Context: an optimization exercise on an open-source flow, tuned for small area. The choices shown serve that exercise and are no tape-out recipe. The RTL was checked by simulation tests, not by an equivalence proof against the original design. Power and IR drop assume default switching activity.

`flow/config.mk`:
```
export PLATFORM = sky130hd
export DESIGN_NAME = typing_test_top
export DESIGN_NICKNAME = typing_test_top
export VERILOG_FILES = /design/flow/design.v
export SDC_FILE = /design/flow/constraint.sdc
export NUM_CORES = 4
export LEC_CHECK = 0
export ABC_AREA = 1
export CAP_MARGIN = 20
export CORE_MARGIN = 2
export CORE_UTILIZATION = 60
export CTS_BUF_LIST = sky130_fd_sc_hd__clkbuf_4
export SLEW_MARGIN = 20
```
`flow/constraint.sdc`:
```
create_clock -name core_clock -period 160.0 [get_ports {clk}]
set_input_delay 32.0000 -clock core_clock [delete_from_list [all_inputs] [get_ports {clk}]]
set_output_delay 32.0000 -clock core_clock [all_outputs]
set_load 0.01 [all_outputs]
```
`flow/design.v`:
```
`timescale 1ns / 1ps
module typing_test_top(
        input wire clk,
        input wire rst,  
        input wire [3:0] rows,
        output wire [3:0] cols,
        output wire [3:0] Anode_Activate,
        output wire [6:0] LED_out,
        output wire SSD_Anode_Activate,
        output wire [6:0] SSD_LED_out
    );
    function [20:0] add20(input [19:0] a, input [19:0] b, input ci);
        integer i;
        reg c;
        begin
            c = ci;
            for (i = 0; i < 20; i = i + 1) begin
                add20[i] = a[i] ^ b[i] ^ c;
                c = (a[i] & b[i]) | (c & (a[i] ^ b[i]));
            end
            add20[20] = c;
        end
    endfunction
    function [15:0] inc16(input [15:0] a);
        integer i;
        reg c;
        begin
            c = 1'b1;
            for (i = 0; i < 16; i = i + 1) begin
                inc16[i] = a[i] ^ c;
                c = c & a[i];
            end
        end
    endfunction
    function [3:0] mod10(input [3:0] x);
        mod10 = (x[3] & (x[2] | x[1])) ? {1'b0, x[2] & x[1], ~x[1], x[0]} : x;
    endfunction
    reg [12:0] cnt;
    wire cnt_wrap = &{cnt[12], cnt[10:8], cnt[6:5], cnt[3:0]};  
    wire one_hz = ~|cnt;
    wire fast_tick = (cnt[3:0] == 4'd7);
    wire [15:0] cnt_inc = inc16({3'd0, cnt});
    always @(posedge clk) begin
        if (rst || cnt_wrap) cnt <= 13'd0;
        else cnt <= cnt_inc[12:0];
    end
    reg [1:0] led_select;
    always @(posedge clk) begin
        if (rst) led_select <= 2'd0;
        else if (fast_tick) led_select <= {led_select[1] ^ led_select[0], ~led_select[0]};
    end
    reg [6:0] timer;
    reg sampling;
    reg [1:0] col_select;    
    reg [3:0] dec;
    reg bp;                  
    reg rise;                
    wire scan   = !sampling && timer[5] && timer[3];                
    wire sample = sampling && (&timer[6:3]);                        
    wire scan1  = sampling && ~|timer;                              
    wire press  = scan1 && rise;                                    
    wire any_row = ~&rows;
    wire [15:0] timer_inc = inc16({9'd0, timer});
    reg [3:0] dec_next;
    reg dec_hit;
    always @(*) begin
        dec_hit = 1'b1;
        dec_next = 4'd0;
        case ({col_select, rows})
            6'b00_0111: dec_next = 4'h1;
            6'b00_1011: dec_next = 4'h4;
            6'b00_1101: dec_next = 4'h7;
            6'b00_1110: dec_next = 4'h0;
            6'b01_0111: dec_next = 4'h2;
            6'b01_1011: dec_next = 4'h5;
            6'b01_1101: dec_next = 4'h8;
            6'b01_1110: dec_next = 4'hF;
            6'b10_0111: dec_next = 4'h3;
            6'b10_1011: dec_next = 4'h6;
            6'b10_1101: dec_next = 4'h9;
            6'b10_1110: dec_next = 4'hE;
            6'b11_0111: dec_next = 4'hA;
            6'b11_1011: dec_next = 4'hB;
            6'b11_1101: dec_next = 4'hC;
            6'b11_1110: dec_next = 4'hD;
            default: dec_hit = 1'b0;
        endcase
    end
    always @(posedge clk) begin
        if (rst) begin
            timer <= 7'd0;
            sampling <= 1'b0;
            col_select <= 2'd0;
            dec <= 4'd0;
            bp <= 1'b0;
            rise <= 1'b0;
        end else begin
            if (scan) begin
                timer <= 7'd0;
                sampling <= 1'b1;
            end else begin
                timer <= timer_inc[6:0];
                if (sample) sampling <= 1'b0;
            end
            if (scan1) col_select <= {col_select[1] ^ col_select[0], ~col_select[0]};
            if (sample) begin
                rise <= any_row && !bp;
                if (any_row && !bp) begin
                    bp <= 1'b1;
                    if (dec_hit) dec <= dec_next;
                end
                if (!any_row && bp) bp <= 1'b0;
            end
        end
    end
    assign cols = {~(col_select == 2'd0), ~(col_select == 2'd1),
                   ~(col_select == 2'd2), ~(col_select == 2'd3)};
    reg [15:0] lfsr;
    always @(posedge clk) begin
        if (rst) lfsr <= 16'hD670;
        else lfsr <= {lfsr[14:0], lfsr[15] ^ lfsr[13] ^ lfsr[12] ^ lfsr[10]};
    end
    reg [1:0] mode;          
    reg pm10;                
    reg [1:0] cdig;          
    reg [3:0] nw0, nw1, nw2, nw3;    
    reg [15:0] cw;           
    reg cw_rev;              
    reg [3:0] rw0, rw1, rw2, rw3;    
    reg [3:0] acc_d1, acc_d2;        
    reg [3:0] at, ao;                
    reg [15:0] cd;                   
    reg [15:0] S;                    
    reg nz;                          
    reg [15:0] E;
    reg [3:0] e_one, e_ten;          
    wire is_sel  = (mode == 2'd0);
    wire is_test = (mode == 2'd1);
    wire is_res  = mode[1];
    wire key_b = (dec == 4'hB);
    wire nw_zero = ~|{nw3, nw2, nw1, nw0};
    wire start = press && !key_b && is_sel && (dec == 4'hA) && !nw_zero;
    wire tpress = press && !key_b && is_test;
    function [3:0] cw_nib(input [1:0] i);
        case (i ^ {cw_rev, cw_rev})
            2'd0: cw_nib = cw[3:0];
            2'd1: cw_nib = cw[7:4];
            2'd2: cw_nib = cw[11:8];
            default: cw_nib = cw[15:12];
        endcase
    endfunction
    wire correct = (dec == mod10(cw_nib(cdig)));
    wire word_done = tpress && correct && (cdig == 2'd0);
    wire last_word = ~|{rw3, rw2, rw1, rw0[3:1]} & rw0[0];
    wire tick = one_hz && is_test;
    wire [4:0] dlt_w = add20({16'd0, ao}, {16'hFFFF, ~acc_d2}, 1'b1);    
    wire o_lt = dlt_w[4];                        
    wire le6 = dlt_w[3] & (dlt_w[2] | dlt_w[1]);  
    wire [4:0] at_m = add20({16'd0, at}, {19'h7FFFF, 1'b1}, 1'b0);       
    reg [3:0] nd1, nd2;
    always @(*) begin
        if (at[3] & at[1]) begin                 
            nd1 = 4'd10;
            nd2 = 4'd10;
        end else begin
            nd2 = ao;
            if (at == 4'd0 && o_lt) nd1 = le6 ? 4'd9 : 4'd8;
            else nd1 = o_lt ? at_m[3:0] : at;
        end
    end
    wire [15:0] S_inc = inc16(S);
    wire [15:0] cd_inc = inc16(cd);
    wire [15:0] E_inc = inc16(E);
    wire rz0 = ~|rw0, rz1 = ~|rw1, rz2 = ~|rw2;
    wire [15:0] rd0 = ~inc16({12'd0, ~rw0});
    wire [15:0] rd1 = ~inc16({12'd0, ~rw1});
    wire [15:0] rd2 = ~inc16({12'd0, ~rw2});
    wire [15:0] rd3 = ~inc16({12'd0, ~rw3});
    always @(posedge clk) begin
        if (rst) begin
            mode <= 2'd0;
            pm10 <= 1'b0;
            cdig <= 2'd3;
            {nw3, nw2, nw1, nw0} <= 16'd0;
        end else begin
            pm10 <= is_res;
            if (press) begin
                if (key_b) begin
                    if (is_sel) {nw3, nw2, nw1, nw0} <= 16'd0;
                    else mode <= 2'd0;
                    cdig <= 2'd3;
                end else if (is_sel) begin
                    if (start) begin
                        mode <= 2'd1;
                        cdig <= 2'd3;
                    end else begin
                        {nw3, nw2, nw1, nw0} <= {nw2, nw1, nw0, dec};
                    end
                end else if (is_test && correct) begin
                    cdig <= cdig - 2'd1;
                    if (cdig == 2'd0 && last_word) mode <= 2'd2;
                end
            end
        end
    end
    reg [19:0] X;
    reg [3:0] vh, vo;
    reg [3:0] ch, co;        
    reg [2:0] p;             
    reg [1:0] st;            
    reg aj;                  
    reg wjp;                 
    reg job1;
    wire running = aj || wjp;
    reg [3:0] a;
    always @(*) begin
        case (p)
            3'd0: a = nw3;
            3'd1: a = nw2;
            3'd2: a = nw1;
            3'd3: a = nw0;
            default: a = 4'd0;
        endcase
    end
    wire st_add = st[0];
    wire [15:0] dv = aj ? S : E;
    wire [20:0] xs = add20(X, st_add ? {16'd0, a} : {4'hF, ~dv}, !st_add && (aj || job1));
    wire fits = xs[20];
    wire p5 = p[2] & p[0];
    wire m6 = p5 && !aj;
    wire [20:0] xm = add20({2'd0, X[17:0]}, m6 ? {1'b0, X[17:0], 1'b0} : {X[17:0], 2'b00}, 1'b0);
    wire [19:0] xsc = {xm[18:0], 1'b0};
    wire [3:0] uh = aj ? at : vh;
    wire [3:0] uo = aj ? ao : vo;
    wire [20:0] uh10_w = add20({16'd0, uo}, {16'd0, uh[2:0], 1'b0}, 1'b0);
    wire [3:0] uh10 = {uh10_w[3] ^ uh[0], uh10_w[2:0]};                   
    reg [3:0] f6, g6;
    always @(*) begin
        case (uo)
            4'd0: begin f6 = 4'd0; g6 = 4'd0; end
            4'd1: begin f6 = 4'd0; g6 = 4'd6; end
            4'd2: begin f6 = 4'd1; g6 = 4'd2; end
            4'd3: begin f6 = 4'd1; g6 = 4'd8; end
            4'd4: begin f6 = 4'd2; g6 = 4'd4; end
            4'd5: begin f6 = 4'd3; g6 = 4'd0; end
            4'd6: begin f6 = 4'd3; g6 = 4'd6; end
            4'd7: begin f6 = 4'd4; g6 = 4'd2; end
            4'd8: begin f6 = 4'd4; g6 = 4'd8; end
            default: begin f6 = 4'd5; g6 = 4'd4; end
        endcase
    end
    wire [20:0] uh6_w = add20({16'd0, uh[1:0], 2'b00}, {16'd0, uh[2:0], 1'b0}, 1'b0);
    wire [20:0] uh6_x = add20({16'd0, uh6_w[3:0]}, {16'd0, f6}, 1'b0);
    wire [3:0] uh6 = uh6_x[3:0];                                           
    wire uo9 = uo[3] & uo[0];
    wire [15:0] uh_inc = inc16({12'd0, uh});
    wire [15:0] uo_inc = inc16({12'd0, uo});
    reg [3:0] un_h, un_o;    
    always @(*) begin
        un_h = uh;
        un_o = uo;
        if (st == 2'd0) begin
            if (m6) begin
                un_h = uh6;
                un_o = g6;
            end else begin
                un_h = uh10;
                un_o = 4'd0;
            end
        end else if (st[1] && fits) begin
            un_h = uo9 ? uh_inc[3:0] : uh;
            un_o = uo9 ? 4'd0 : uo_inc[3:0];
        end
    end
    wire done = running && st[1] && !fits && p5;
    wire aj_done = done && aj;
    wire wj_done = done && !aj;
    wire init_aj = tpress && nz;
    wire init_wj = start || (tick && !wjp && !aj) || (wj_done && (job1 || tick)) ||
                   (aj_done && (wjp || tick));
    always @(posedge clk) begin
        if (start) begin
            ch <= 4'd0;
            co <= 4'd0;
            wjp <= 1'b1;
            job1 <= 1'b0;
        end else begin
            if (wj_done) begin
                if (job1 || tick) begin
                    ch <= vh;
                    co <= vo;
                    job1 <= 1'b0;
                end else wjp <= 1'b0;
            end else if (tick) begin
                if (wjp) job1 <= 1'b1;
                else begin
                    ch <= vh;
                    co <= vo;
                    wjp <= 1'b1;
                end
            end
        end
        if (init_aj) begin
            X <= {4'd0, cd};
            p <= 3'd3;
            st <= 2'd2;
            aj <= 1'b1;
        end else if (init_wj) begin
            X <= 20'd0;
            p <= 3'd0;
            st <= 2'd0;
            aj <= 1'b0;
        end else if (running) begin
            if (aj_done) aj <= 1'b0;
            case (st)
                2'd0: begin
                    X <= xsc;
                    st <= 2'd1;
                end
                2'd1: begin
                    X <= xs[19:0];
                    st <= 2'd2;
                end
                default: begin
                    if (fits) X <= xs[19:0];
                    else if (!p5) begin
                        p <= p + 3'd1;
                        st <= 2'd0;
                    end
                end
            endcase
        end
        if (init_wj) begin
            vh <= 4'd0;
            vo <= 4'd0;
        end else if (running && !aj) begin
            vh <= un_h;
            vo <= un_o;
        end
        if (start) begin
            at <= 4'd10;
            ao <= 4'd0;
            acc_d1 <= 4'd0;
            acc_d2 <= 4'd0;
            cd <= 16'd0;
            S <= 16'd0;
            nz <= 1'b0;
        end else if (tpress) begin
            acc_d1 <= nd1;
            acc_d2 <= nd2;
            if (correct) begin
                cd <= cd_inc;
                nz <= 1'b1;
            end
            if (nz) begin
                at <= 4'd0;
                ao <= 4'd0;
            end else begin
                at <= 4'd10;
                ao <= 4'd0;
                S <= S_inc;
            end
        end else begin
            if (aj) begin
                at <= un_h;
                ao <= un_o;
            end
            if (aj_done) S <= S_inc;
        end
    end
    always @(posedge clk) begin
        if (start || word_done) begin
            cw <= lfsr;
            cw_rev <= start;
        end
        if (start) {rw3, rw2, rw1, rw0} <= {nw3, nw2, nw1, nw0};
        else if (word_done) begin
            rw0 <= rz0 ? 4'd9 : rd0[3:0];
            if (rz0) begin
                rw1 <= rz1 ? 4'd9 : rd1[3:0];
                if (rz1) begin
                    rw2 <= rz2 ? 4'd9 : rd2[3:0];
                    if (rz2) rw3 <= rd3[3:0];
                end
            end
        end
        if (start) begin
            E <= 16'd0;
            e_one <= 4'd0;
            e_ten <= 4'd0;
        end else if (tick) begin
            E <= E_inc;
            if (e_one == 4'd9) begin
                e_one <= 4'd0;
                e_ten <= e_ten + 4'd1;
            end else e_one <= e_one + 4'd1;
        end
    end
    wire one_en = !pm10 && (cdig == 2'd3);
    wire two_en = !pm10 && cdig[1];
    wire three_en = |cdig;
    wire [1:0] ls = led_select;
    wire en = (ls == 2'd0) ? one_en : (ls == 2'd1) ? two_en : (ls == 2'd2) ? three_en : 1'b1;
    wire [1:0] ci = ~ls ^ {cw_rev, cw_rev};
    wire [3:0] cwn = ci[1] ? (ci[0] ? cw[15:12] : cw[11:8]) : (ci[0] ? cw[7:4] : cw[3:0]);
    wire [3:0] nwn = ls[1] ? (ls[0] ? nw0 : nw1) : (ls[0] ? nw2 : nw3);
    wire [3:0] rsn = ls[1] ? (ls[0] ? co : ch) : (ls[0] ? e_one : e_ten);
    wire [3:0] dsel = mode[1] ? rsn : mode[0] ? mod10(cwn) : nwn;
    wire [3:0] bcd = en ? dsel : 4'd0;
    assign Anode_Activate = en ? ~(4'b1000 >> ls) : 4'b1111;
    reg [6:0] seg;
    always @(*) begin
        case (bcd)
            4'd1: seg = 7'b1001111;
            4'd2: seg = 7'b0010010;
            4'd3: seg = 7'b0000110;
            4'd4: seg = 7'b1001100;
            4'd5: seg = 7'b0100100;
            4'd6: seg = 7'b0100000;
            4'd7: seg = 7'b0001111;
            4'd8: seg = 7'b0000000;
            4'd9: seg = 7'b0000100;
            default: seg = 7'b0000001;
        endcase
    end
    assign LED_out = seg;
    wire [3:0] sbcd = is_sel ? 4'hF : (ls[0] ? acc_d2 : acc_d1);
    assign SSD_Anode_Activate = ls[0];
    reg [6:0] sseg;
    always @(*) begin
        case (sbcd)
            4'd0: sseg = 7'b0111111;
            4'd1: sseg = 7'b0110000;
            4'd2: sseg = 7'b1011011;
            4'd3: sseg = 7'b1111001;
            4'd4: sseg = 7'b1110100;
            4'd5: sseg = 7'b1101101;
            4'd6: sseg = 7'b1101111;
            4'd7: sseg = 7'b0111000;
            4'd8: sseg = 7'b1111111;
            4'd9: sseg = 7'b1111101;
            4'd10: sseg = 7'b1111110;
            default: sseg = 7'b1000000;
        endcase
    end
    assign SSD_LED_out = sseg;
endmodule
```
`flow/run.sh`:
```
#!/bin/bash
# synth_recipe.tcl (not shown) runs the flow's synth.tcl, then flattens the netlist and writes it again
# the make line also repeats each setting of config.mk as NAME=value (left out here)
make -C /OpenROAD-flow-scripts/flow DESIGN_CONFIG=/design/flow/config.mk WORK_HOME=/design/flow/orfs CLKGATE_MAP_FILE= SYNTH_SCRIPT=/design/flow/synth_recipe.tcl finish
```
==> flow_metrics.env, run 1 <==
export IMPL_yosys_cell_types_count=65
export IMPL_setup_viol=0
export IMPL_h_tree_depth=2
export IMPL_fp_dieW_um=152
export IMPL_worst_pin_slew_ps=1040
export IMPL_ys_async_sr_fraction=0
export IMPL_grt_max_degree=44
export IMPL_floorplan_initialDensity=0.606
export IMPL_layout_commonest_cell="nand2_1"
export IMPL_setup_worst_path_end_class="output port"
export IMPL_ff2ff_path_depth=38
export IMPL_syn_nets=1788
export IMPL_drt_iter0_markers=595
export IMPL_cts_buffers=60
export IMPL_port_buffers=28
export IMPL_vias=10800
export IMPL_synth_edf_count=49
export IMPL_critPathCapture="LED_out[1]"
export IMPL_slowest_delay_ps=1010
export IMPL_antenna_left=0
export IMPL_die_h_um=152
export IMPL_globalplace_congestion=0.914
export IMPL_crit_fanout=29
export IMPL_reg2reg_from="st[0]$_SDFFE_PP0P_"
export IMPL_skew_ps=34.5
export IMPL_finalWorstSetupSlack_ps=122920
export IMPL_hold_class="flop to flop"
export IMPL_start_kind="flop"
export IMPL_rsz0062_at_grt="no"
export IMPL_cp_cell_sequence="clkinv_1, ha_1, nand2_1, o21ai_0, o21ai_2, inv_1, a21oi_1, inv_1, ha_1, or2_2, a21oi_1, clkdlybuf4s50_1"
export IMPL_slowest_stage="dfxtp_1"
export IMPL_rows=54
export IMPL_max_vdd_ir_drop_mv=0.00681
export IMPL_insertion_delay_ps=690
export IMPL_leakagePower_nw=6.50
export IMPL_synth_cells=1629
export IMPL_drt_total_wl_mm=30.8
export IMPL_core_area_sq_um=21700
export IMPL_cts_hold_buf=0
export IMPL_crit_type="flop to output port"
export IMPL_slew_violations=0
export IMPL_clockBufferDepth=3
export IMPL_drive_gt1_frac=0.0962
export IMPL_vias_per_cell=5.42
export IMPL_required_ps=128000
export IMPL_r2r_setup_slack_ps=149970
export IMPL_route_detailed_drc=0
export IMPL_syn_cell_area_sq_um=13200
export IMPL_clock_sinks=218
export IMPL_cts_tree="done"
export IMPL_routedWlPerCell_um=15.4
export IMPL_overflow=0
export IMPL_cp_data_arrival_time_ps=5080
export IMPL_grt_pass1_wl_mm=51.6
export IMPL_finalNetCount=1828
export IMPL_hpwlAfterDp_mm=22.5
export IMPL_fin_crit_sh=0.232
export IMPL_fin_hold_ws_ps=422
export IMPL_grt_util_all_layers=0.268
export IMPL_relSlewSlack=0.305
export IMPL_grt_pass1_vias=10700
export IMPL_post_route_util=0.659
export IMPL_fin_crit_ps=37080
export IMPL_die_area_sq_um=23100
export IMPL_synth_avg_cell_area_sq_um=8.07
export IMPL_r2r_end="X[15]$_DFFE_PP_"
export IMPL_clkTransAtPathRegs_ps=70
export IMPL_pre_cts_ws_ps=123690
export IMPL_area_growth_syn_to_layout_pct=8.73
export IMPL_ys_warn_count=1
export IMPL_ys_seq_area_frac=0.369
export IMPL_dr_pass1_iters=5
export IMPL_max_freq_ghz=0.0270
export IMPL_root_buffer="clkbuf_4"
export IMPL_final_hold_viol_count=0
export IMPL_power_density_nw_per_um2=13.5
export IMPL_yosys_most_used_dff="dfxtp_1"
export IMPL_ys_seq_elements=218
export IMPL_layout_common_cells="nand2_1, inv_1, dfxtp_1"
export IMPL_status="finished clean"
export IMPL_cts_setup_buffers=0
export IMPL_crit_start="led_select[0]$_SDFFE_PP0N_"
export IMPL_drv_cap=0
export IMPL_cts_resized=0
export IMPL_antenna_found_initial=1
export IMPL_io_pins=29
export IMPL_setup_tns_ps=0
layer usage:
| metal | up-vias | wire (um) | global-route usage | share of wire |
|---|---|---|---|---|
| li1 | 5516 | - | - | - |
| met1 | 4960 | 13400 | 0.334 | 0.43 |
| met2 | 282 | 15200 | 0.474 | 0.49 |
| met3 | 56 | 1530 | 0.0451 | 0.050 |
| met4 | 0 | 683 | 0.0832 | 0.022 |
| met5 | - | 0 | 0 | 0 |
state kept, by name, summed over array words and instances (netlist names), 7 cells and up:
| name | flops |
|---|---|
| X | 20 |
| lfsr | 16 |
| cd | 16 |
| cnt | 13 |
| S | 16 |
| cw | 16 |
| timer | 7 |
| E | 16 |
final cells by class:
type                       count  area [sq um]
fill                        1923          7390
clock buffer                  91           683
multi-input combinational   1127          7150
antenna                        1          2.50
sequential                   218          4850
clock inverter                18          75.1
tap                          280           350
inverter                     228           861
timing repair buffer          34           325
where the power goes:
group / internal (mW) / total, mW / switching [mW]
Clock: 0.0259 / 0.0498 / 0.0239
Combinational: 0.0288 / 0.0726 / 0.0438
Sequential: 0.0655 / 0.0711 / 0.00565
Total: 0.120 / 0.194 / 0.0733
metrics by stage:
step / total power [mW] / std cells / instance area (sq um)
final: 0.194 / 1997 / 14300
after global routing: 0.211 / 1997 / 14300
after CTS: 0.195 / 1996 / 14300
after detailed placement: 0.145 / 1887 / 13500
after global placement: 0.143 / 1887 / 13500
after floorplan: 0.126 / 1629 / 13200
cell families (layout without fill, tap and decap cells):
group,count (synthesis),count (layout),share of synthesized area
AO/OA/AOI/OAI,356,356,0.152
flip-flops,218,218,0.369
other,0,1,0
XOR/XNOR,28,28,0.0206
adder cells (fa/ha/maj),153,153,0.169
AND/OR/NAND/NOR,586,586,0.198
buffers and inverters,284,371,0.0887
multiplexers,4,4,0.00314
worst min path at each step:
stage                             start                  to  cells after the start  slack, ps
floorplan           lfsr[11]$_SDFF_PP0_    cw[11]$_DFFE_PP_                      0        400
global placement    lfsr[14]$_SDFF_PP1_    cw[14]$_DFFE_PP_                      0        400
detailed placement   lfsr[7]$_SDFF_PP0_  lfsr[8]$_SDFF_PP0_                      2        410
CTS                  lfsr[7]$_SDFF_PP0_  lfsr[8]$_SDFF_PP0_                      2        430
global route        lfsr[11]$_SDFF_PP0_    cw[11]$_DFFE_PP_                      0        430
finish               lfsr[7]$_SDFF_PP0_  lfsr[8]$_SDFF_PP0_                      2        420
synth_stat cells, types with 5 or more instances:
master | n | area (sq um)
a22oi_1 | 6 | 45.0
o22ai_1 | 27 | 169
ha_1 | 112 | 1400
nand2_1 | 287 | 1080
o221ai_1 | 5 | 43.8
a211oi_1 | 12 | 90.1
nand4_1 | 14 | 87.6
nand2_2 | 6 | 37.5
inv_2 | 14 | 52.6
buf_6 | 10 | 113
o21ai_0 | 131 | 656
nor3_1 | 8 | 40.0
inv_1 | 211 | 792
xor2_1 | 15 | 131
clkbuf_1 | 31 | 116
xnor2_1 | 11 | 96.3
or2_2 | 12 | 75.1
nor4_1 | 7 | 43.8
edfxtp_1 | 49 | 1470
o211ai_1 | 8 | 60.1
fa_1 | 41 | 821
a21oi_1 | 116 | 581
o21ai_1 | 25 | 125
nand3_1 | 70 | 350
nor2_1 | 153 | 574
dfxtp_1 | 169 | 3380
buf_2 | 8 | 40.0
critical path: cells and delay by family, from the launching register on:
family	cells	cell delay [ps]
buf+inv	4	1520
flops	1	1010
compound gates	4	820
fa+ha+maj	2	680
simple gates	2	350
==> run 2: changes to the inputs <==
--- a/flow/config.mk
+++ b/flow/config.mk
@@ -6,8 +6,6 @@
 export NUM_CORES = 4
 export LEC_CHECK = 0
-export ABC_AREA = 1
 export CAP_MARGIN = 20
 export CORE_MARGIN = 2
-export CORE_UTILIZATION = 60
-export CTS_BUF_LIST = sky130_fd_sc_hd__clkbuf_4
+export CORE_UTILIZATION = 40
 export SLEW_MARGIN = 20
==> run 2 against run 1 <==
  * Critical path depth down 2
  * Final cell count down 5.0%
  * Worst hold slack worse by 3.5 ps
  * Clock skew down 11 ps
  * First-iteration DRC count up 7.1%
  * Largest power group is now clock
  * Sequential power down about 20%
  * Worst setup slack better by 490 ps
  * Cell area up 4.3%
  * Global-route usage down 9.8 points
  * Synthesized cell count down 11%
  * Count of clock-buffer cells in the layout down 54
==> flow_metrics.env, run 2 <==
export IMPL_ys_seq_elements=218
export IMPL_setup_viol=0
export IMPL_ys_top_cells_by_count="nand2_1, dfxtp_1, nor2_1, ha_1, inv_1"
export IMPL_p_sw_mw=0.0254
export IMPL_cp_num_buf_inv=2
export IMPL_fp_dieW_um=187
export IMPL_cts_buffers=27
export IMPL_finalNetCount=1588
export IMPL_fin_crit_ps=36580
export IMPL_worst_pin_slew_ps=1020
export IMPL_synth_area_leaders="dfxtp_1, edfxtp_1, ha_1, fa_1, nand2_1"
export IMPL_pwr_share_seq=0.461
export IMPL_synth_cells=1444
export IMPL_cpMostUsedCell="o21ai_0"
export IMPL_combPwrFrac=0.012
export IMPL_max_vdd_ir_drop_mv=0.00653
export IMPL_core_area_sq_um=33300
export IMPL_clkTransAtPathRegs_ps=60
export IMPL_layout_commonest_cell="nand2_1"
export IMPL_synth_top_area_share=0.252
export IMPL_synth_edf_count=49
export IMPL_cp_data_arrival_time_ps=4580
export IMPL_syn_nets=1603
export IMPL_root_buffer="clkbuf_16"
export IMPL_largest_reg_flops=20
export IMPL_cts_resized=0
export IMPL_cts_tree="done"
export IMPL_grt_pass1_wl_mm=49.9
export IMPL_slowest_stage="dfxtp_1"
export IMPL_floorplan_initialDensity=0.403
export IMPL_grt_pass1_vias=9835
export IMPL_layout_common_cells="nand2_1, dfxtp_1, nor2_1"
export IMPL_power_density_nw_per_um2=8.26
export IMPL_antenna_found_initial=0
export IMPL_rows=67
export IMPL_fin_area_sq_um=14900
export IMPL_fillCellCount=3217
export IMPL_h_tree_depth=1
export IMPL_drt_iter0_markers=637
export IMPL_ys_seq_area_frac=0.362
export IMPL_overflow=0
export IMPL_insertion_delay_ps=550
export IMPL_yosysTopAreaCell="dfxtp_1"
export IMPL_start_kind="flop"
export IMPL_p_int_mw=0.0978
export IMPL_hold_class="flop to flop"
export IMPL_setup_worst_path_end_class="output port"
export IMPL_antenna_left=0
export IMPL_skew_ps=23.2
export IMPL_route_detailed_drc=0
export IMPL_clock_sinks=218
export IMPL_drive_gt1_frac=0.0710
export IMPL_slowest_delay_ps=970
export IMPL_clkPwrFrac=0.527
export IMPL_port_buffers=28
export IMPL_vias_per_cell=5.30
export IMPL_synth_avg_cell_area_sq_um=9.29
export IMPL_rsz0062_at_grt="no"
export IMPL_crit_fanout=18
export IMPL_die_area_sq_um=35000
export IMPL_drv_cap=0
export IMPL_fin_crit_sh=0.229
export IMPL_setup_tns_ps=0
export IMPL_max_freq_ghz=0.0273
export IMPL_globalplace_congestion=0.848
export IMPL_yosys_most_used_dff="dfxtp_1"
export IMPL_cts_setup_buffers=0
export IMPL_final_hold_viol_count=0
export IMPL_ys_warn_count=1
export IMPL_post_dp_cell_area_sq_um=13900
export IMPL_ys_async_sr_fraction=0
export IMPL_status="finished clean"
export IMPL_crit_type="flop to output port"
export IMPL_dr_pass1_iters=6
export IMPL_synthMostInstantiatedCell="nand2_1"
export IMPL_grt_util_all_layers=0.170
export IMPL_clockBufferDepth=3
export IMPL_top_register="X"
export IMPL_syn_cell_area_sq_um=13400
export IMPL_hpwlAfterDp_mm=20.9
export IMPL_vias=10100
export IMPL_cp_cell_sequence="xor2_1, mux4_2, nand2b_1, a311oi_1, o21ai_0, inv_1, ha_1, mux2_2, o21ai_0, clkdlybuf4s50_1"
export IMPL_die_h_um=187
export IMPL_required_ps=128000
export IMPL_slew_violations=0
export IMPL_routedWlPerCell_um=15.7
export IMPL_crit_family="flip-flops"
export IMPL_switching_share=0.206
export IMPL_leakagePower_nw=6.12
export IMPL_drt_total_wl_mm=29.8
export IMPL_cts_hold_buf=0
export IMPL_io_pins=29
export IMPL_area_growth_syn_to_layout_pct=11.1
export IMPL_yosys_cell_types_count=81
export IMPL_num_antenna_cells=0
export IMPL_grt_max_degree=83
export IMPL_relSlewSlack=0.317
-- run 2: changes by cell type after synthesis, moves of 16 or more --
cell      previous run  this run
nor2b_1              0        30
o22ai_1             27        11
o21ai_0            131        53
and2_1               1        25
o21ai_1             25         1
inv_1              211        84
nand3_1             70        33
clkbuf_1            31        64
nand2_1            287       200
mux2i_1              3        74
a21oi_1            116        83
nor2_1             153       130
-- run 2: layout make-up --
cell class / count / area, sq um / area share
inverters: 85 / 319 / 0.0214
multi-input cells: 1058 / 7860 / 0.527
repair buffers: 39 / 365 / 0.0245
well taps: 448 / 561 / 0.0376
clock buffers: 37 / 743 / 0.0498
flip-flops and latches: 218 / 4860 / 0.326
clock inverters: 13 / 204 / 0.0137
-- run 2: final timing paths --
kind	cells past startpoint	end	slack [ps]	start
min reg2reg	0	cw[0]$_DFFE_PP_	420	lfsr[0]$_SDFF_PP0_
max	10	LED_out[2]	123420	led_select[0]$_SDFFE_PP0N_
min	0	cw[0]$_DFFE_PP_	420	lfsr[0]$_SDFF_PP0_
max reg2reg	34	X[0]$_DFFE_PP_	149110	aj$_SDFFE_PP1P_
-- run 2: worst reg2reg max path: cells and delay by family, from the launching register on --
family                   cells  cell delay, ps
AO/OA/AOI/OAI                2             370
buffers and inverters        6             770
adder cells (fa/ha/maj)     20            6620
AND/OR/NAND/NOR              6            1910
flip-flops                   1             700
-- run 2: per-stage QoR --
step / std cells / utilization / power [mW] / worst slack [ps] / hold slack (ps)
after floorplan: 1444 / - / 0.0589 / 125020 / 400
after global placement: 1846 / 0.419 / 0.0594 / 124070 / 407
after detailed placement: 1847 / 0.419 / 0.0594 / 123920 / 408
after CTS: 1897 / 0.447 / 0.125 / 123330 / 422
after global routing: 1898 / 0.448 / 0.127 / 123060 / 436
final: 1898 / 0.448 / 0.123 / 123420 / 419
-- run 2: cells by family after synthesis --
logic type	count (synthesis)	share of synthesized area
buf+inv	168	0.0527
xor+xnor	34	0.0232
flops	218	0.362
simple gates	509	0.175
mux	105	0.0983
fa+ha+maj	153	0.166
compound gates	257	0.123
-- run 2: power groups by stage --
stage	combinational [mW]	sequential, mW	clock [mW]
after floorplan	0.00112	0.0578	0
after global placement	0.00144	0.0579	0
after detailed placement	0.00147	0.0579	0
after CTS	0.00150	0.0567	0.0666
after global routing	0.00171	0.0567	0.0689
final	0.00147	0.0567	0.0650
-- run 2: routing by layer --
metal	share of wire	vias to the layer above	GRT usage	wire length, um
met1	0.47	4836	0.229	14000
met2	0.48	163	0.292	14200
li1	-	5013	-	-
met5	0	-	0	0
met4	0.019	0	0.0412	557
met3	0.035	38	0.0205	1060
==> run 3: changes to the inputs <==
--- a/flow/design.v
+++ b/flow/design.v
@@ -127,5 +127,4 @@
     reg [15:0] cw;           
     reg cw_rev;              
-    reg [3:0] rw0, rw1, rw2, rw3;    
     reg [3:0] acc_d1, acc_d2;        
     reg [3:0] at, ao;                
@@ -152,5 +151,4 @@
     wire correct = (dec == mod10(cw_nib(cdig)));
     wire word_done = tpress && correct && (cdig == 2'd0);
-    wire last_word = ~|{rw3, rw2, rw1, rw0[3:1]} & rw0[0];
     wire tick = one_hz && is_test;
     wire [4:0] dlt_w = add20({16'd0, ao}, {16'hFFFF, ~acc_d2}, 1'b1);    
@@ -172,9 +170,6 @@
     wire [15:0] cd_inc = inc16(cd);
     wire [15:0] E_inc = inc16(E);
-    wire rz0 = ~|rw0, rz1 = ~|rw1, rz2 = ~|rw2;
-    wire [15:0] rd0 = ~inc16({12'd0, ~rw0});
-    wire [15:0] rd1 = ~inc16({12'd0, ~rw1});
-    wire [15:0] rd2 = ~inc16({12'd0, ~rw2});
-    wire [15:0] rd3 = ~inc16({12'd0, ~rw3});
+    wire [15:0] e_one_inc = inc16({12'd0, e_one});
+    wire [15:0] e_ten_inc = inc16({12'd0, e_ten});
     always @(posedge clk) begin
         if (rst) begin
@@ -198,6 +193,6 @@
                     end
                 end else if (is_test && correct) begin
-                    cdig <= cdig - 2'd1;
-                    if (cdig == 2'd0 && last_word) mode <= 2'd2;
+                    cdig <= {cdig[1] ^ ~cdig[0], ~cdig[0]};
+                    if (cdig == 2'd0 && lastw) mode <= 2'd2;
                 end
             end
@@ -208,9 +203,12 @@
     reg [3:0] ch, co;        
     reg [2:0] p;             
-    reg [1:0] st;            
+    reg st;                  
     reg aj;                  
+    reg lj;                  
     reg wjp;                 
     reg job1;
-    wire running = aj || wjp;
+    reg lastw;
+    wire ax = aj || lj;
+    wire running = ax || wjp;
     reg [3:0] a;
     always @(*) begin
@@ -223,10 +221,13 @@
         endcase
     end
-    wire st_add = st[0];
-    wire [15:0] dv = aj ? S : E;
-    wire [20:0] xs = add20(X, st_add ? {16'd0, a} : {4'hF, ~dv}, !st_add && (aj || job1));
+    wire st_add = !st;
+    wire [15:0] dv = aj ? S : lj ? {2'd0, cd_inc[15:2]} : E;
+    wire [20:0] xs = add20(X, st_add ? {16'd0, a} : {4'hF, ~dv}, !st_add && (aj || (!lj && job1)));
     wire fits = xs[20];
+    wire fits_e = fits && !lj;
     wire p5 = p[2] & p[0];
-    wire m6 = p5 && !aj;
+    wire p3 = !p[2] & p[1] & p[0];
+    wire last = lj ? p3 : p5;
+    wire m6 = p[2] && !p[0] && !ax;      
     wire [20:0] xm = add20({2'd0, X[17:0]}, m6 ? {1'b0, X[17:0], 1'b0} : {X[17:0], 2'b00}, 1'b0);
     wire [19:0] xsc = {xm[18:0], 1'b0};
@@ -260,5 +261,8 @@
         un_h = uh;
         un_o = uo;
-        if (st == 2'd0) begin
+        if (st && fits) begin
+            un_h = uo9 ? uh_inc[3:0] : uh;
+            un_o = uo9 ? 4'd0 : uo_inc[3:0];
+        end else if (st && !p5) begin
             if (m6) begin
                 un_h = uh6;
@@ -268,15 +272,14 @@
                 un_o = 4'd0;
             end
-        end else if (st[1] && fits) begin
-            un_h = uo9 ? uh_inc[3:0] : uh;
-            un_o = uo9 ? 4'd0 : uo_inc[3:0];
         end
     end
-    wire done = running && st[1] && !fits && p5;
+    wire done = running && st && !fits_e && last;
     wire aj_done = done && aj;
-    wire wj_done = done && !aj;
+    wire lj_done = done && lj;
+    wire wj_done = done && !ax;
     wire init_aj = tpress && nz;
-    wire init_wj = start || (tick && !wjp && !aj) || (wj_done && (job1 || tick)) ||
-                   (aj_done && (wjp || tick));
+    wire init_lj = (tpress && !nz) || aj_done;
+    wire init_wj = start || (tick && !wjp && !ax) || (wj_done && (job1 || tick)) ||
+                   (lj_done && (wjp || tick));
     always @(posedge clk) begin
         if (start) begin
@@ -301,38 +304,34 @@
             end
         end
+        if (lj_done) lastw <= !fits;
         if (init_aj) begin
             X <= {4'd0, cd};
             p <= 3'd3;
-            st <= 2'd2;
-            aj <= 1'b1;
-        end else if (init_wj) begin
+            st <= 1'b1;
+        end else if (init_lj || init_wj) begin
             X <= 20'd0;
             p <= 3'd0;
-            st <= 2'd0;
+            st <= 1'b0;
+        end else begin
+            X <= (!st || fits_e) ? xs[19:0] : xsc;
+            if (!st) st <= 1'b1;
+            else if (!fits_e && !last) begin
+                p <= {p[2] | (p[1] & p[0]), p[1] ^ p[0], ~p[0]};
+                st <= 1'b0;
+            end
+        end
+        if (start) begin
             aj <= 1'b0;
-        end else if (running) begin
-            if (aj_done) aj <= 1'b0;
-            case (st)
-                2'd0: begin
-                    X <= xsc;
-                    st <= 2'd1;
-                end
-                2'd1: begin
-                    X <= xs[19:0];
-                    st <= 2'd2;
-                end
-                default: begin
-                    if (fits) X <= xs[19:0];
-                    else if (!p5) begin
-                        p <= p + 3'd1;
-                        st <= 2'd0;
-                    end
-                end
-            endcase
+            lj <= 1'b0;
+        end else begin
+            if (init_aj) aj <= 1'b1;
+            else if (aj_done) aj <= 1'b0;
+            if (init_lj) lj <= 1'b1;
+            else if (lj_done) lj <= 1'b0;
         end
         if (init_wj) begin
             vh <= 4'd0;
             vo <= 4'd0;
-        end else if (running && !aj) begin
+        end else if (running && !ax) begin
             vh <= un_h;
             vo <= un_o;
@@ -374,15 +373,4 @@
             cw_rev <= start;
         end
-        if (start) {rw3, rw2, rw1, rw0} <= {nw3, nw2, nw1, nw0};
-        else if (word_done) begin
-            rw0 <= rz0 ? 4'd9 : rd0[3:0];
-            if (rz0) begin
-                rw1 <= rz1 ? 4'd9 : rd1[3:0];
-                if (rz1) begin
-                    rw2 <= rz2 ? 4'd9 : rd2[3:0];
-                    if (rz2) rw3 <= rd3[3:0];
-                end
-            end
-        end
         if (start) begin
             E <= 16'd0;
@@ -391,8 +379,8 @@
         end else if (tick) begin
             E <= E_inc;
-            if (e_one == 4'd9) begin
+            if (e_one[3] & e_one[0]) begin
                 e_one <= 4'd0;
-                e_ten <= e_ten + 4'd1;
-            end else e_one <= e_one + 4'd1;
+                e_ten <= e_ten_inc[3:0];
+            end else e_one <= e_one_inc[3:0];
         end
     end
--- a/flow/config.mk
+++ b/flow/config.mk
@@ -6,6 +6,10 @@
 export NUM_CORES = 4
 export LEC_CHECK = 0
+export ABC_AREA = 1
 export CAP_MARGIN = 20
 export CORE_MARGIN = 2
-export CORE_UTILIZATION = 40
+export CORE_UTILIZATION = 60
+export CTS_BUF_LIST = sky130_fd_sc_hd__clkbuf_4
+export CTS_CLUSTER_DIAMETER = 50
+export CTS_CLUSTER_SIZE = 8
 export SLEW_MARGIN = 20
==> run 3 against run 2 <==
  * Global-route usage is 9.5 points higher
  * Clock power is 54% lower
  * Clock skew is 17 ps higher
  * Utilization is 20 points higher
  * Worst hold slack better by 2.5 ps
  * Highest routed layer unchanged
==> flow_metrics.env, run 3 <==
export IMPL_status="finished clean"
export IMPL_cts_setup_buffers=0
export IMPL_layout_commonest_cell="nand2_1"
export IMPL_clkTransAtPathRegs_ps=90
export IMPL_hpwlAfterDp_mm=20.7
export IMPL_crit_type="flop to output port"
export IMPL_yosys_most_used_dff="dfxtp_1"
export IMPL_power_density_nw_per_um2=6.43
export IMPL_clock_sinks=203
export IMPL_synth_top_area_share=0.302
export IMPL_fp_dieW_um=147
export IMPL_grt_max_degree=43
export IMPL_core_area_sq_um=20200
export IMPL_cp_data_arrival_time_ps=4230
export IMPL_post_dp_cell_area_sq_um=12700
export IMPL_fin_crit_ps=36230
export IMPL_fin_area_sq_um=13000
export IMPL_clockBufferDepth=3
export IMPL_rows=52
export IMPL_final_hold_viol_count=0
export IMPL_max_freq_ghz=0.0276
export IMPL_ys_seq_elements=203
export IMPL_rsz0062_at_grt="no"
export IMPL_dr_pass1_iters=5
export IMPL_io_pins=29
export IMPL_grt_pass1_vias=9631
export IMPL_syn_cell_area_sq_um=12300
export IMPL_drt_iter0_markers=534
export IMPL_fin_hold_ws_ps=421
export IMPL_start_kind="flop"
export IMPL_drv_cap=0
export IMPL_cts_resized=0
export IMPL_crit_fanout=25
export IMPL_vias=10300
export IMPL_layout_common_cells="nand2_1, dfxtp_1, inv_1"
export IMPL_h_tree_depth=1
export IMPL_synth_edf_count=18
export IMPL_relSlewSlack=0.424
export IMPL_port_buffers=28
export IMPL_die_h_um=147
export IMPL_ys_top_cells_by_count="nand2_1, dfxtp_1, inv_1, nor2_1, o21ai_0"
export IMPL_cts_hold_buf=0
export IMPL_globalplace_congestion=0.878
export IMPL_yosysTopAreaCell="dfxtp_1"
export IMPL_die_area_sq_um=21600
export IMPL_ys_warn_count=1
export IMPL_syn_nets=1722
export IMPL_hold_path_cell_count=2
export IMPL_finalNetCount=1738
export IMPL_slew_violations=0
export IMPL_setup_tns_ps=0
export IMPL_floorplan_initialDensity=0.608
export IMPL_yosys_cell_types_count=65
export IMPL_required_ps=128000
export IMPL_setup_viol=0
export IMPL_antenna_found_initial=1
export IMPL_route_detailed_drc=0
export IMPL_cts_tree="done"
export IMPL_ff2ff_path_depth=37
export IMPL_setup_worst_path_end_class="output port"
export IMPL_root_buffer="clkbuf_4"
export IMPL_routedWlPerCell_um=15.0
export IMPL_drt_total_wl_mm=28.1
export IMPL_top_register="X"
export IMPL_ys_async_sr_fraction=0
export IMPL_overflow=0
export IMPL_synth_area_leaders="dfxtp_1, ha_1, nand2_1, fa_1, o21ai_0"
export IMPL_worst_pin_slew_ps=863
export IMPL_area_growth_syn_to_layout_pct=6.26
export IMPL_insertion_delay_ps=690
export IMPL_cts_buffers=30
export IMPL_grt_util_all_layers=0.265
export IMPL_synth_avg_cell_area_sq_um=7.81
export IMPL_leakagePower_nw=5.96
export IMPL_skew_ps=40.6
export IMPL_drive_gt1_frac=0.0790
export IMPL_grt_pass1_wl_mm=47.2
export IMPL_fin_crit_sh=0.226
export IMPL_max_vdd_ir_drop_mv=0.00536
export IMPL_ys_seq_area_frac=0.346
export IMPL_synth_cells=1569
export IMPL_hold_class="flop to flop"
export IMPL_vias_per_cell=5.50
export IMPL_largest_reg_flops=20
export IMPL_synthMostInstantiatedCell="nand2_1"
export IMPL_antenna_left=0
-- run 3: cell types whose count changed after synthesis, moves of 14 or more --
cell | before | now
mux2i_1 | 74 | 3
inv_2 | 0 | 20
nand3_1 | 33 | 74
and2_1 | 25 | 0
clkbuf_1 | 64 | 33
nor2b_1 | 30 | 0
a21oi_1 | 83 | 120
o21ai_0 | 53 | 141
nor2_1 | 130 | 152
mux4_2 | 14 | 0
edfxtp_1 | 49 | 18
dfxtp_1 | 169 | 185
nand2_1 | 200 | 277
inv_1 | 84 | 184
-- run 3: cells by family (layout without fill, tap and decap cells) --
family                   after synthesis  count (layout)  synth area share
AND/OR/NAND/NOR                      583             583             0.212
multiplexers                           3               3           0.00245
XOR/XNOR                              20              20            0.0149
buffers and inverters                262             287            0.0865
adder cells (fa/ha/maj)              147             147             0.175
AO/OA/AOI/OAI                        351             351             0.162
other                                  0               2                 0
flip-flops                           203             203             0.346
-- run 3: layout make-up --
cell class | instances | area, sq um
clock buffer | 37 | 278
multi-input combinational | 1104 | 6970
timing repair buffer | 37 | 348
clock inverter | 4 | 42.5
inverter | 209 | 797
tap | 270 | 338
sequential | 203 | 4240
fill | 1871 | 7140
antenna | 2 | 5.00
-- run 3: final timing paths --
check | slack, ps | to | from
worst max-delay path | 123770 | LED_out[1] | led_select[0]$_SDFFE_PP0N_
worst min-delay path | 420 | lfsr[8]$_SDFF_PP0_ | lfsr[7]$_SDFF_PP0_
worst max register to register | 149780 | X[16]$_SDFF_PP0_ | st$_SDFF_PP1_
worst min register to register | 420 | lfsr[8]$_SDFF_PP0_ | lfsr[7]$_SDFF_PP0_
-- run 3: worst max-delay path, stage by stage (launching register included) --
cell	delay (ps)
dfxtp_1	860
inv_2	360
ha_1	320
nand2_1	60
o21ai_0	90
o21ai_2	250
inv_1	90
a21oi_1	310
inv_1	110
ha_1	230
or2_0	220
a21oi_1	130
clkdlybuf4s50_1	550
-- run 3: metal layers --
layer  vias up  share of wire  global-route usage  routed length (um)
met5         -              0                   0                   0
met4         0          0.028              0.0726                 775
met3        56          0.041              0.0332                1140
met2       182           0.45               0.428               12700
met1      4815           0.48               0.379               13400
li1       5215              -                   -                   -
-- run 3: through the flow --
step / utilization / std cells / power, mW / setup WS [ps]
after global placement: 0.629 / 1823 / 0.0550 / 124600
after floorplan: - / 1569 / 0.0544 / 125660
after detailed placement: 0.629 / 1823 / 0.0551 / 124490
after CTS: 0.645 / 1864 / 0.0848 / 123750
final: 0.646 / 1866 / 0.0838 / 123770
after global routing: 0.646 / 1866 / 0.0872 / 123360
-- run 3: report_power, final --
group          switching, mW  leakage [nW]  internal (mW)  total (mW)
Sequential          0.000277          1.65         0.0516      0.0519
Clock                 0.0177         0.191         0.0122      0.0299
Combinational        0.00122          4.12       0.000817     0.00204
==> run 4: changes to the inputs <==
--- a/flow/config.mk
+++ b/flow/config.mk
@@ -7,5 +7,5 @@
 export LEC_CHECK = 0
 export ABC_AREA = 1
-export CAP_MARGIN = 20
+export CAP_MARGIN = 0
 export CORE_MARGIN = 2
 export CORE_UTILIZATION = 60
@@ -13,3 +13,3 @@
 export CTS_CLUSTER_DIAMETER = 50
 export CTS_CLUSTER_SIZE = 8
-export SLEW_MARGIN = 20
+export SLEW_MARGIN = 0
==> run 4 against run 3 <==
  * First-iteration DRC count is 8.4% higher
  * Worst hold slack hardly changed
  * Routed wire length is 0.11% higher
==> flow_metrics.env, run 4 <==
export IMPL_status="finished clean"
export IMPL_core_area_sq_um=20200
export IMPL_grt_pass1_wl_mm=47.2
export IMPL_drt_total_wl_mm=28.1
export IMPL_r2r_setup_slack_ps=149780
export IMPL_crit_fanout=25
export IMPL_ys_seq_area_frac=0.346
export IMPL_slew_violations=0
export IMPL_cts_buffers=30
export IMPL_globalplace_congestion=0.878
export IMPL_final_hold_viol_count=0
export IMPL_skew_ps=44.0
export IMPL_syn_cell_area_sq_um=12300
export IMPL_whs_endpoint="lfsr[8]$_SDFF_PP0_"
export IMPL_grt_util_all_layers=0.265
export IMPL_area_growth_syn_to_layout_pct=6.16
export IMPL_dr_pass1_iters=4
export IMPL_synth_area_leaders="dfxtp_1, ha_1, nand2_1, fa_1, o21ai_0"
export IMPL_grt_max_degree=43
export IMPL_syn_nets=1722
export IMPL_r2r_end="X[19]$_SDFF_PP0_"
export IMPL_cp_data_arrival_time_ps=4250
export IMPL_setup_tns_ps=0
export IMPL_die_h_um=147
export IMPL_clkPwrFrac=0.357
export IMPL_insertion_delay_ps=690
export IMPL_rsz0062_at_grt="no"
export IMPL_top_register="X"
export IMPL_cts_setup_buffers=0
export IMPL_combPwrFrac=0.024
export IMPL_yosys_cell_types_count=65
export IMPL_min_from="lfsr[7]$_SDFF_PP0_"
export IMPL_leakagePower_nw=5.95
export IMPL_layout_commonest_cell="nand2_1"
export IMPL_ff2ff_path_depth=37
export IMPL_hold_class="flop to flop"
export IMPL_layout_common_cells="nand2_1, dfxtp_1, inv_1"
export IMPL_vias=10300
export IMPL_synth_top_area_share=0.302
export IMPL_drive_gt1_frac=0.0790
export IMPL_clockBufferDepth=3
export IMPL_p_int_mw=0.0646
export IMPL_hpwlAfterDp_mm=20.7
export IMPL_die_area_sq_um=21600
export IMPL_reg2reg_from="st$_SDFF_PP1_"
export IMPL_post_dp_cell_area_sq_um=12700
export IMPL_rows=52
export IMPL_drt_iter0_markers=579
export IMPL_antenna_found_initial=1
export IMPL_worst_pin_slew_ps=1190
export IMPL_ys_warn_count=1
export IMPL_overflow=0
export IMPL_setup_viol=0
export IMPL_cts_tree="done"
export IMPL_switching_share=0.229
export IMPL_clock_sinks=203
export IMPL_port_buffers=28
export IMPL_route_detailed_drc=0
export IMPL_vias_per_cell=5.51
export IMPL_fin_area_sq_um=13000
export IMPL_drv_cap=0
export IMPL_required_ps=128000
export IMPL_setup_worst_path_end_class="output port"
export IMPL_h_tree_depth=1
export IMPL_cts_hold_buf=0
export IMPL_io_pins=29
export IMPL_p_sw_mw=0.0192
export IMPL_hold_path_cell_count=2
export IMPL_start_kind="flop"
export IMPL_largest_reg_flops=20
export IMPL_grt_pass1_vias=9631
export IMPL_synth_cells=1569
export IMPL_floorplan_initialDensity=0.608
export IMPL_relSlewSlack=0.198
export IMPL_synthMostInstantiatedCell="nand2_1"
export IMPL_yosys_most_used_dff="dfxtp_1"
export IMPL_finalNetCount=1738
export IMPL_root_buffer="clkbuf_4"
export IMPL_fin_crit_sh=0.227
export IMPL_crit_type="flop to output port"
export IMPL_max_vdd_ir_drop_mv=0.00533
export IMPL_synth_edf_count=18
export IMPL_power_density_nw_per_um2=6.44
export IMPL_ys_top_cells_by_count="nand2_1, dfxtp_1, inv_1, nor2_1, o21ai_0"
export IMPL_pwr_share_seq=0.619
export IMPL_cts_resized=0
export IMPL_routedWlPerCell_um=15.1
export IMPL_fin_crit_ps=36250
export IMPL_antenna_left=0
export IMPL_fp_dieW_um=147
export IMPL_synth_avg_cell_area_sq_um=7.81
export IMPL_max_freq_ghz=0.0276
export IMPL_yosysTopAreaCell="dfxtp_1"
export IMPL_ys_seq_elements=203
export IMPL_clkTransAtPathRegs_ps=90
export IMPL_ys_async_sr_fraction=0
run 4: cell counts after synthesis:
No cell type changed its count.
run 4: layout make-up:
type / count / area (sq um)
fillers: 1872 / 7160
multi-input cells: 1104 / 6960
flip-flops and latches: 203 / 4240
inverters: 209 / 797
repair buffers: 37 / 348
well taps: 270 / 338
clock buffers: 37 / 278
clock inverters: 4 / 42.5
diodes: 2 / 5.00
run 4: metal layers:
metal	vias to the layer above	wire, um	GRT usage
met5	-	0	0
met4	0	722	0.0726
met3	49	1170	0.0332
met2	189	12700	0.428
met1	4817	13500	0.379
li1	5220	-	-
run 4: worst max-delay path, cell delays in order (launching register included):
cell	delay (ps)
dfxtp_1	870
inv_2	370
ha_1	320
nand2_1	60
o21ai_0	90
o21ai_2	250
inv_1	90
a21oi_1	310
inv_1	110
ha_1	230
or2_0	220
a21oi_1	130
clkdlybuf4s50_1	550
run 4: logic make-up after synthesis:
| logic type | count (synthesis) | synth area share |
|---|---|---|
| AOI/OAI and AO/OA | 351 | 0.162 |
| xor gates and xnor gates | 20 | 0.0149 |
| and+or+nand+nor | 583 | 0.212 |
| DFF | 203 | 0.346 |
| buffers and inverters | 262 | 0.0865 |
| adders and majority gates | 147 | 0.175 |
| muxes | 3 | 0.00245 |
run 4: worst max-delay path by stage:
stage,from,end,depth (start not counted)
2_1_floorplan,led_select[0]$_SDFFE_PP0N_,LED_out[1],12
3_3_place_gp,led_select[0]$_SDFFE_PP0N_,LED_out[1],12
3_5_place_dp,led_select[0]$_SDFFE_PP0N_,LED_out[1],12
4_1_cts,led_select[0]$_SDFFE_PP0N_,LED_out[1],12
5_1_grt,led_select[0]$_SDFFE_PP0N_,LED_out[1],15
6_report,led_select[0]$_SDFFE_PP0N_,LED_out[1],12
run 4: power groups by stage:
| stage | combinational, mW | clock [mW] | sequential [mW] |
|---|---|---|---|
| 6_report | 0.00202 | 0.0299 | 0.0519 |
| 5_1_grt | 0.00233 | 0.0329 | 0.0519 |
| 4_1_cts | 0.00204 | 0.0309 | 0.0519 |
| 3_5_place_dp | 0.00204 | 0 | 0.0531 |
| 3_3_place_gp | 0.00198 | 0 | 0.0530 |
| 2_1_floorplan | 0.00142 | 0 | 0.0530 |
run 4: stage by stage:
step | instances | worst slack (ps) | hold slack (ps) | util | total power, mW
final | 1866 | 123750 | 421 | 0.645 | 0.0837
after global routing | 1866 | 123360 | 434 | 0.645 | 0.0871
after CTS | 1864 | 123750 | 425 | 0.645 | 0.0848
after detailed placement | 1823 | 124490 | 411 | 0.629 | 0.0551
after global placement | 1823 | 124600 | 402 | 0.629 | 0.0550
after floorplan | 1569 | 125660 | 400 | - | 0.0544
==> run 5: changes to the inputs <==
==> flow/config.mk (replaced) <==
export PLATFORM = sky130hd
export DESIGN_NAME = typing_test_top
export DESIGN_NICKNAME = typing_test_top
export VERILOG_FILES = /design/flow/design.v
export SDC_FILE = /design/flow/constraint.sdc
export NUM_CORES = 4
export LEC_CHECK = 0
export ABC_AREA = 1
export CAP_MARGIN = 20
export CORE_MARGIN = 2
export CORE_UTILIZATION = 60
export CTS_BUF_LIST = sky130_fd_sc_hd__clkbuf_8
export CTS_CLUSTER_DIAMETER = 60
export CTS_CLUSTER_SIZE = 10
export SLEW_MARGIN = 20
==> run 5 against run 4 <==
  * Cell area grew 0.84%
  * Clock power grew 16%
  * Still clean on timing, DRC and antenna
  * Clock skew shrank 17 ps
  * Area after synthesis is the same
  * Critical endpoint unchanged
  * Sequential power is essentially flat
  * Critical path depth is the same
  * Combinational power is essentially flat
  * Final cell count shrank 0.43%
==> flow_metrics.env, run 5 <==
export IMPL_leakagePower_nw=6.02
export IMPL_insertion_delay_ps=530
export IMPL_io_pins=29
export IMPL_ys_seq_area_frac=0.346
export IMPL_synth_top_area_share=0.302
export IMPL_die_area_sq_um=21600
export IMPL_yosys_most_used_dff="dfxtp_1"
export IMPL_layout_common_cells="nand2_1, inv_1, dfxtp_1"
export IMPL_cts_setup_buffers=0
export IMPL_drt_total_wl_mm=28.1
export IMPL_synth_edf_count=18
export IMPL_slowest_delay_ps=870
export IMPL_globalplace_congestion=0.878
export IMPL_synth_cells=1569
export IMPL_cpMostUsedCell="ha_1"
export IMPL_syn_nets=1722
export IMPL_setup_worst_path_end_class="output port"
export IMPL_rows=52
export IMPL_routedWlPerCell_um=15.1
export IMPL_cp_data_arrival_time_ps=4120
export IMPL_grt_util_all_layers=0.266
export IMPL_ys_warn_count=1
export IMPL_dr_pass1_iters=5
export IMPL_pre_cts_ws_ps=124490
export IMPL_core_area_sq_um=20200
export IMPL_synth_avg_cell_area_sq_um=7.81
export IMPL_vias=10200
export IMPL_start_kind="flop"
export IMPL_crit_type="flop to output port"
export IMPL_clkTransAtPathRegs_ps=80
export IMPL_drt_iter0_markers=616
export IMPL_cts_buffers=25
export IMPL_overflow=0
export IMPL_rsz0062_at_grt="no"
export IMPL_die_h_um=147
export IMPL_crit_fanout=25
export IMPL_grt_pass1_vias=9601
export IMPL_synthMostInstantiatedCell="nand2_1"
export IMPL_yosys_cell_types_count=65
export IMPL_antenna_found_initial=0
export IMPL_final_hold_viol_count=0
export IMPL_setup_viol=0
export IMPL_clock_sinks=203
export IMPL_largest_reg_flops=20
export IMPL_syn_cell_area_sq_um=12300
export IMPL_port_buffers=28
export IMPL_drv_cap=0
export IMPL_fillCellCount=1852
export IMPL_drive_gt1_frac=0.0724
export IMPL_seqCellArea_sq_um=4240
export IMPL_worst_pin_slew_ps=855
export IMPL_top_register="X"
export IMPL_max_freq_ghz=0.0277
export IMPL_antenna_left=0
export IMPL_synth_area_leaders="dfxtp_1, ha_1, nand2_1, fa_1, o21ai_0"
export IMPL_slew_violations=0
export IMPL_finalWorstSetupSlack_ps=123880
export IMPL_hold_class="flop to flop"
export IMPL_root_buffer="clkbuf_8"
export IMPL_h_tree_depth=1
export IMPL_grt_pass1_wl_mm=47.3
export IMPL_yosysTopAreaCell="dfxtp_1"
export IMPL_required_ps=128000
export IMPL_relSlewSlack=0.430
export IMPL_vias_per_cell=5.50
export IMPL_skew_ps=27.2
export IMPL_ys_async_sr_fraction=0
export IMPL_power_density_nw_per_um2=6.75
export IMPL_area_growth_syn_to_layout_pct=7.05
export IMPL_max_vdd_ir_drop_mv=0.00741
export IMPL_hpwlAfterDp_mm=20.7
export IMPL_status="finished clean"
export IMPL_ys_seq_elements=203
export IMPL_setup_tns_ps=0
export IMPL_route_detailed_drc=0
export IMPL_ys_top_cells_by_count="nand2_1, dfxtp_1, inv_1, nor2_1, o21ai_0"
export IMPL_cts_resized=0
export IMPL_num_antenna_cells=0
export IMPL_slowest_stage="dfxtp_1"
export IMPL_cts_hold_buf=0
export IMPL_floorplan_initialDensity=0.608
export IMPL_cp_num_buf_inv=3
export IMPL_fin_crit_sh=0.226
export IMPL_cts_tree="done"
export IMPL_grt_max_degree=43
export IMPL_fin_crit_ps=36120
export IMPL_fp_dieW_um=147
export IMPL_finalNetCount=1733
export IMPL_clockBufferDepth=3
export IMPL_cp_cell_sequence="inv_2, ha_1, nand2_1, o21ai_0, o21ai_2, nand3_1, a31oi_1, inv_1, ha_1, or2_0, a21oi_1, clkdlybuf4s50_1"
export IMPL_crit_family="buffers and inverters"
export IMPL_multiInputGateArea_sq_um=6970
export IMPL_layout_commonest_cell="nand2_1"
==> run 5: worst paths after layout <==
path	endpoint	slack, ps	start	cells past startpoint
min reg2reg	lfsr[8]$_SDFF_PP0_	420	lfsr[7]$_SDFF_PP0_	2
min	lfsr[8]$_SDFF_PP0_	420	lfsr[7]$_SDFF_PP0_	2
max reg2reg	X[16]$_SDFF_PP0_	149800	st$_SDFF_PP1_	37
max	LED_out[1]	123880	led_select[0]$_SDFFE_PP0N_	12
==> run 5: layout make-up <==
class / count / share of cell area
Multi-Input combinational cell: 1104 / 0.531
Sequential cell: 203 / 0.323
Inverter: 209 / 0.0607
Clock buffer: 26 / 0.0273
Timing Repair Buffer: 37 / 0.0265
Tap cell: 270 / 0.0257
Clock inverter: 9 / 0.00496
==> run 5: tightest hold or removal path, delay by kind of cell, from the launching register on <==
kind          cells  cell delay [ps]
flops             1              310
simple gates      1               30
buf+inv           1               40
==> run 5: cells by family (layout without fill, tap and decap cells) <==
logic type      count (synthesis)  after routing  synth area share
buf+inv                       262            281            0.0865
fa+ha+maj                     147            147             0.175
xor+xnor                       20             20            0.0149
simple gates                  583            583             0.212
compound gates                351            351             0.162
flops                         203            203             0.346
mux                             3              3           0.00245
==> run 5: per-stage QoR <==
stage / instance area [sq um] / util / std cells / hold slack, ps / power, mW
floorplan: 12300 / - / 1569 / 400 / 0.0544
global placement: 12700 / 0.629 / 1823 / 402 / 0.0550
detailed placement: 12700 / 0.629 / 1823 / 411 / 0.0551
CTS: 13100 / 0.650 / 1858 / 418 / 0.0895
global route: 13100 / 0.651 / 1858 / 433 / 0.0919
finish: 13100 / 0.651 / 1858 / 421 / 0.0886
==> run 5: metal layers <==
layer / part of all wire / track usage / wire length [um] / up-vias
met3: 0.042 / 0.0307 / 1170 / 44
li1: - / - / - / 5190
met4: 0.024 / 0.0678 / 672 / 0
met5: 0 / 0 / 0 / -
met1: 0.48 / 0.382 / 13500 / 4786
met2: 0.45 / 0.430 / 12800 / 205
==> run 5: report_power, final <==
| part | switching (mW) | internal, mW | total [mW] |
|---|---|---|---|
| Combinational | 0.00122 | 0.000816 | 0.00204 |
| Sequential | 0.000273 | 0.0516 | 0.0519 |
| Clock | 0.0183 | 0.0164 | 0.0347 |
| Total | 0.0198 | 0.0688 | 0.0886 |
==> run 6: changes to the inputs <==
==> flow/flow/run.sh (new file) <==
#!/bin/bash
# The standard layout (standard.sh), with two changes: the ports are buffered
# with the smallest buffer, and clock tree synthesis adds no dummy loads.
set -euo pipefail
export BUFFER_PORTS_ARGS="-buffer_cell sky130_fd_sc_hd__buf_1"
export CTS_ARGS="-sink_clustering_enable -repair_clock_nets -dont_use_dummy_load -buf_list sky130_fd_sc_hd__clkbuf_4 -sink_clustering_size 8 -sink_clustering_max_diameter 50"
bash standard.sh finish > standard.log 2>&1
==> flow/standard.sh (new file) <==
#!/bin/bash
# synth_recipe.tcl (not shown) runs the flow's synth.tcl, then flattens the netlist and writes it again
# the make line also repeats each setting of config.mk as NAME=value (left out here)
make -C /OpenROAD-flow-scripts/flow DESIGN_CONFIG=/design/flow/config.mk WORK_HOME=/design/flow/orfs CLKGATE_MAP_FILE= SYNTH_SCRIPT=/design/flow/synth_recipe.tcl "${@:-finish}"
==> flow/config.mk (replaced) <==
export PLATFORM = sky130hd
export DESIGN_NAME = typing_test_top
export DESIGN_NICKNAME = typing_test_top
export VERILOG_FILES = /design/flow/design.v
export SDC_FILE = /design/flow/constraint.sdc
export NUM_CORES = 4
export LEC_CHECK = 0
export ABC_AREA = 0
export CAP_MARGIN = 20
export CORE_MARGIN = 2
export CORE_UTILIZATION = 60
export CTS_BUF_LIST = sky130_fd_sc_hd__clkbuf_4
export CTS_CLUSTER_DIAMETER = 50
export CTS_CLUSTER_SIZE = 8
export SLEW_MARGIN = 20
removed: flow/run.sh
==> run 6 against run 5 <==
  * Highest routed layer is now met5
  * Largest power group is now combinational cells
  * Area after synthesis shrank 0.36%
  * Worst hold slack got worse by 0.51 ps
  * Sequential power up 29%
  * First-iteration DRC count is 4.2% lower
  * Count of clock-buffer cells in the layout up 4
==> flow_metrics.env, run 6 <==
export IMPL_hold_class="flop to flop"
export IMPL_synth_cells=1345
export IMPL_slowest_stage="dfxtp_1"
export IMPL_die_area_sq_um=21500
export IMPL_setup_tns_ps=0
export IMPL_ys_seq_elements=203
export IMPL_relSlewSlack=0.354
export IMPL_core_area_sq_um=20100
export IMPL_ys_seq_area_frac=0.347
export IMPL_ys_warn_count=1
export IMPL_cts_resized=0
export IMPL_layout_commonest_cell="dfxtp_1"
export IMPL_crit_fanout=18
export IMPL_hold_path_cell_count=0
export IMPL_max_vdd_ir_drop_mv=0.00805
export IMPL_finalNetCount=1500
export IMPL_die_h_um=147
export IMPL_layout_common_cells="dfxtp_1, nand2_1, nor2_1"
export IMPL_finalWorstSetupSlack_ps=123910
export IMPL_crit_family="flip-flops"
export IMPL_worst_pin_slew_ps=968
export IMPL_clockBufferDepth=3
export IMPL_crit_type="flop to output port"
export IMPL_antenna_found_initial=3
export IMPL_cts_hold_buf=0
export IMPL_slew_violations=0
export IMPL_rows=52
export IMPL_multiInputGateArea_sq_um=7400
export IMPL_seqCellArea_sq_um=4250
export IMPL_status="finished clean"
export IMPL_ys_async_sr_fraction=0
export IMPL_cp_num_buf_inv=1
export IMPL_globalplace_congestion=0.911
export IMPL_syn_nets=1498
export IMPL_final_hold_viol_count=0
export IMPL_grt_util_all_layers=0.257
export IMPL_route_detailed_drc=0
export IMPL_fp_dieW_um=147
export IMPL_largest_reg_flops=20
export IMPL_leakagePower_nw=5.34
export IMPL_antenna_left=0
export IMPL_p_sw_mw=0.0754
export IMPL_combPwrFrac=0.488
export IMPL_slowest_delay_ps=970
export IMPL_start_kind="flop"
export IMPL_yosys_most_used_dff="dfxtp_1"
export IMPL_fin_crit_sh=0.226
export IMPL_p_int_mw=0.105
export IMPL_synth_top_area_share=0.303
[run 6: changes by cell type in the layout (fill, tap and decap cells not counted), moves of 25 or more]
cell,previous run,this run
clkbuf_4,0,30
inv_1,191,70
nor2_1,152,122
clkbuf_8,26,0
a21oi_1,120,87
buf_1,0,27
nand2_1,277,169
clkdlybuf4s50_1,28,0
mux2i_1,3,62
nand3_1,74,32
o21ai_0,141,68
and2_1,0,25
[run 6: power groups by stage]
stage	logic, mW	clock network, mW	registers (mW)
floorplan	0.0680	0	0.0657
global placement	0.0856	0	0.0679
detailed placement	0.0873	0	0.0680
CTS	0.0877	0.0267	0.0668
global route	0.103	0.0284	0.0680
finish	0.0882	0.0256	0.0669
[run 6: worst register-to-register path: cells and delay by family (launching register included)]
| family | cells | cell delay [ps] |
|---|---|---|
| buffers and inverters | 2 | 120 |
| adder cells (fa/ha/maj) | 22 | 6950 |
| AO/OA/AOI/OAI | 4 | 980 |
| multiplexers | 2 | 490 |
| AND/OR/NAND/NOR | 4 | 980 |
| flip-flops | 1 | 350 |
[run 6: routing by layer]
metal	vias up	wire [um]	track usage
met1	4466	13200	0.378
li1	4693	-	-
met2	199	12100	0.404
met4	4	610	0.0665
met5	-	16	0
met3	57	1210	0.0328
[run 6: cell families (layout without fill, tap and decap cells)]
family,count (synthesis),in the layout,share of synthesized area
xor gates and xnor gates,26,26,0.0204
DFF,203,203,0.347
muxes,101,101,0.105
other,0,1,0
and+or+nand+nor,437,437,0.162
buffers and inverters,147,147,0.0479
adders and majority gates,147,147,0.176
AOI/OAI and AO/OA,284,284,0.141
[run 6: final cells by class]
| class | count | share of cell area |
|---|---|---|
| multi-input combinational | 995 | 0.583 |
| sequential | 203 | 0.334 |
| tap | 270 | 0.0266 |
| inverter | 75 | 0.0222 |
| clock buffer | 30 | 0.0177 |
| timing repair buffer | 42 | 0.0166 |
| antenna | 1 | 0.000197 |
[run 6: through the flow]
step | hold slack (ps) | power, mW | std cells | util | cell area, sq um
floorplan | 400 | 0.134 | 1345 | - | 12200
global placement | 411 | 0.154 | 1585 | 0.620 | 12500
detailed placement | 407 | 0.155 | 1585 | 0.620 | 12500
CTS | 425 | 0.181 | 1615 | 0.632 | 12700
global route | 427 | 0.199 | 1616 | 0.632 | 12700
finish | 420 | 0.181 | 1616 | 0.632 | 12700
[run 6: path summary, 6_finish.rpt]
check	startpoint	endpoint	slack (ps)
worst min register to register	lfsr[4]$_SDFF_PP1_	cw[4]$_DFFE_PP_	420
worst max register to register	cd[0]$_SDFFE_PP0P_	X[19]$_SDFF_PP0_	150050
worst min-delay path	lfsr[4]$_SDFF_PP1_	cw[4]$_DFFE_PP_	420
worst max-delay path	led_select[0]$_SDFFE_PP0N_	LED_out[3]	123910

## re-timing with driven ports
How much do the figures lean on ideal ports? The routed layouts below were timed once more, with nothing changed but the port constraints. Step 1: set_driving_cell puts a clkbuf_16 on clk and a buf_2 on each other input, an assumption about the parent block. Step 2 also shifts input and output timing later by t, the mid clock arrival at the registers, as if the neighbouring blocks saw the same clock. Three values: ideal ports, drivers, drivers and shift; two values: the first two.
run | shift t [ns] | setup WS [ns]
run 1 | 0.714 | 122.923 / 122.880 / 123.595
run 2 | 0.591 | 123.417 / 123.365 / 123.957
run 3 | 0.718 | 123.771 / 123.726 / 124.444
run 4 | 0.716 | 123.751 / 123.705 / 124.421
run 5 | 0.565 | 123.881 / 123.833 / 124.398
run 6 | 0.702 | 123.905 / 123.867 / 124.569
After both steps every run listed still meets setup and hold.
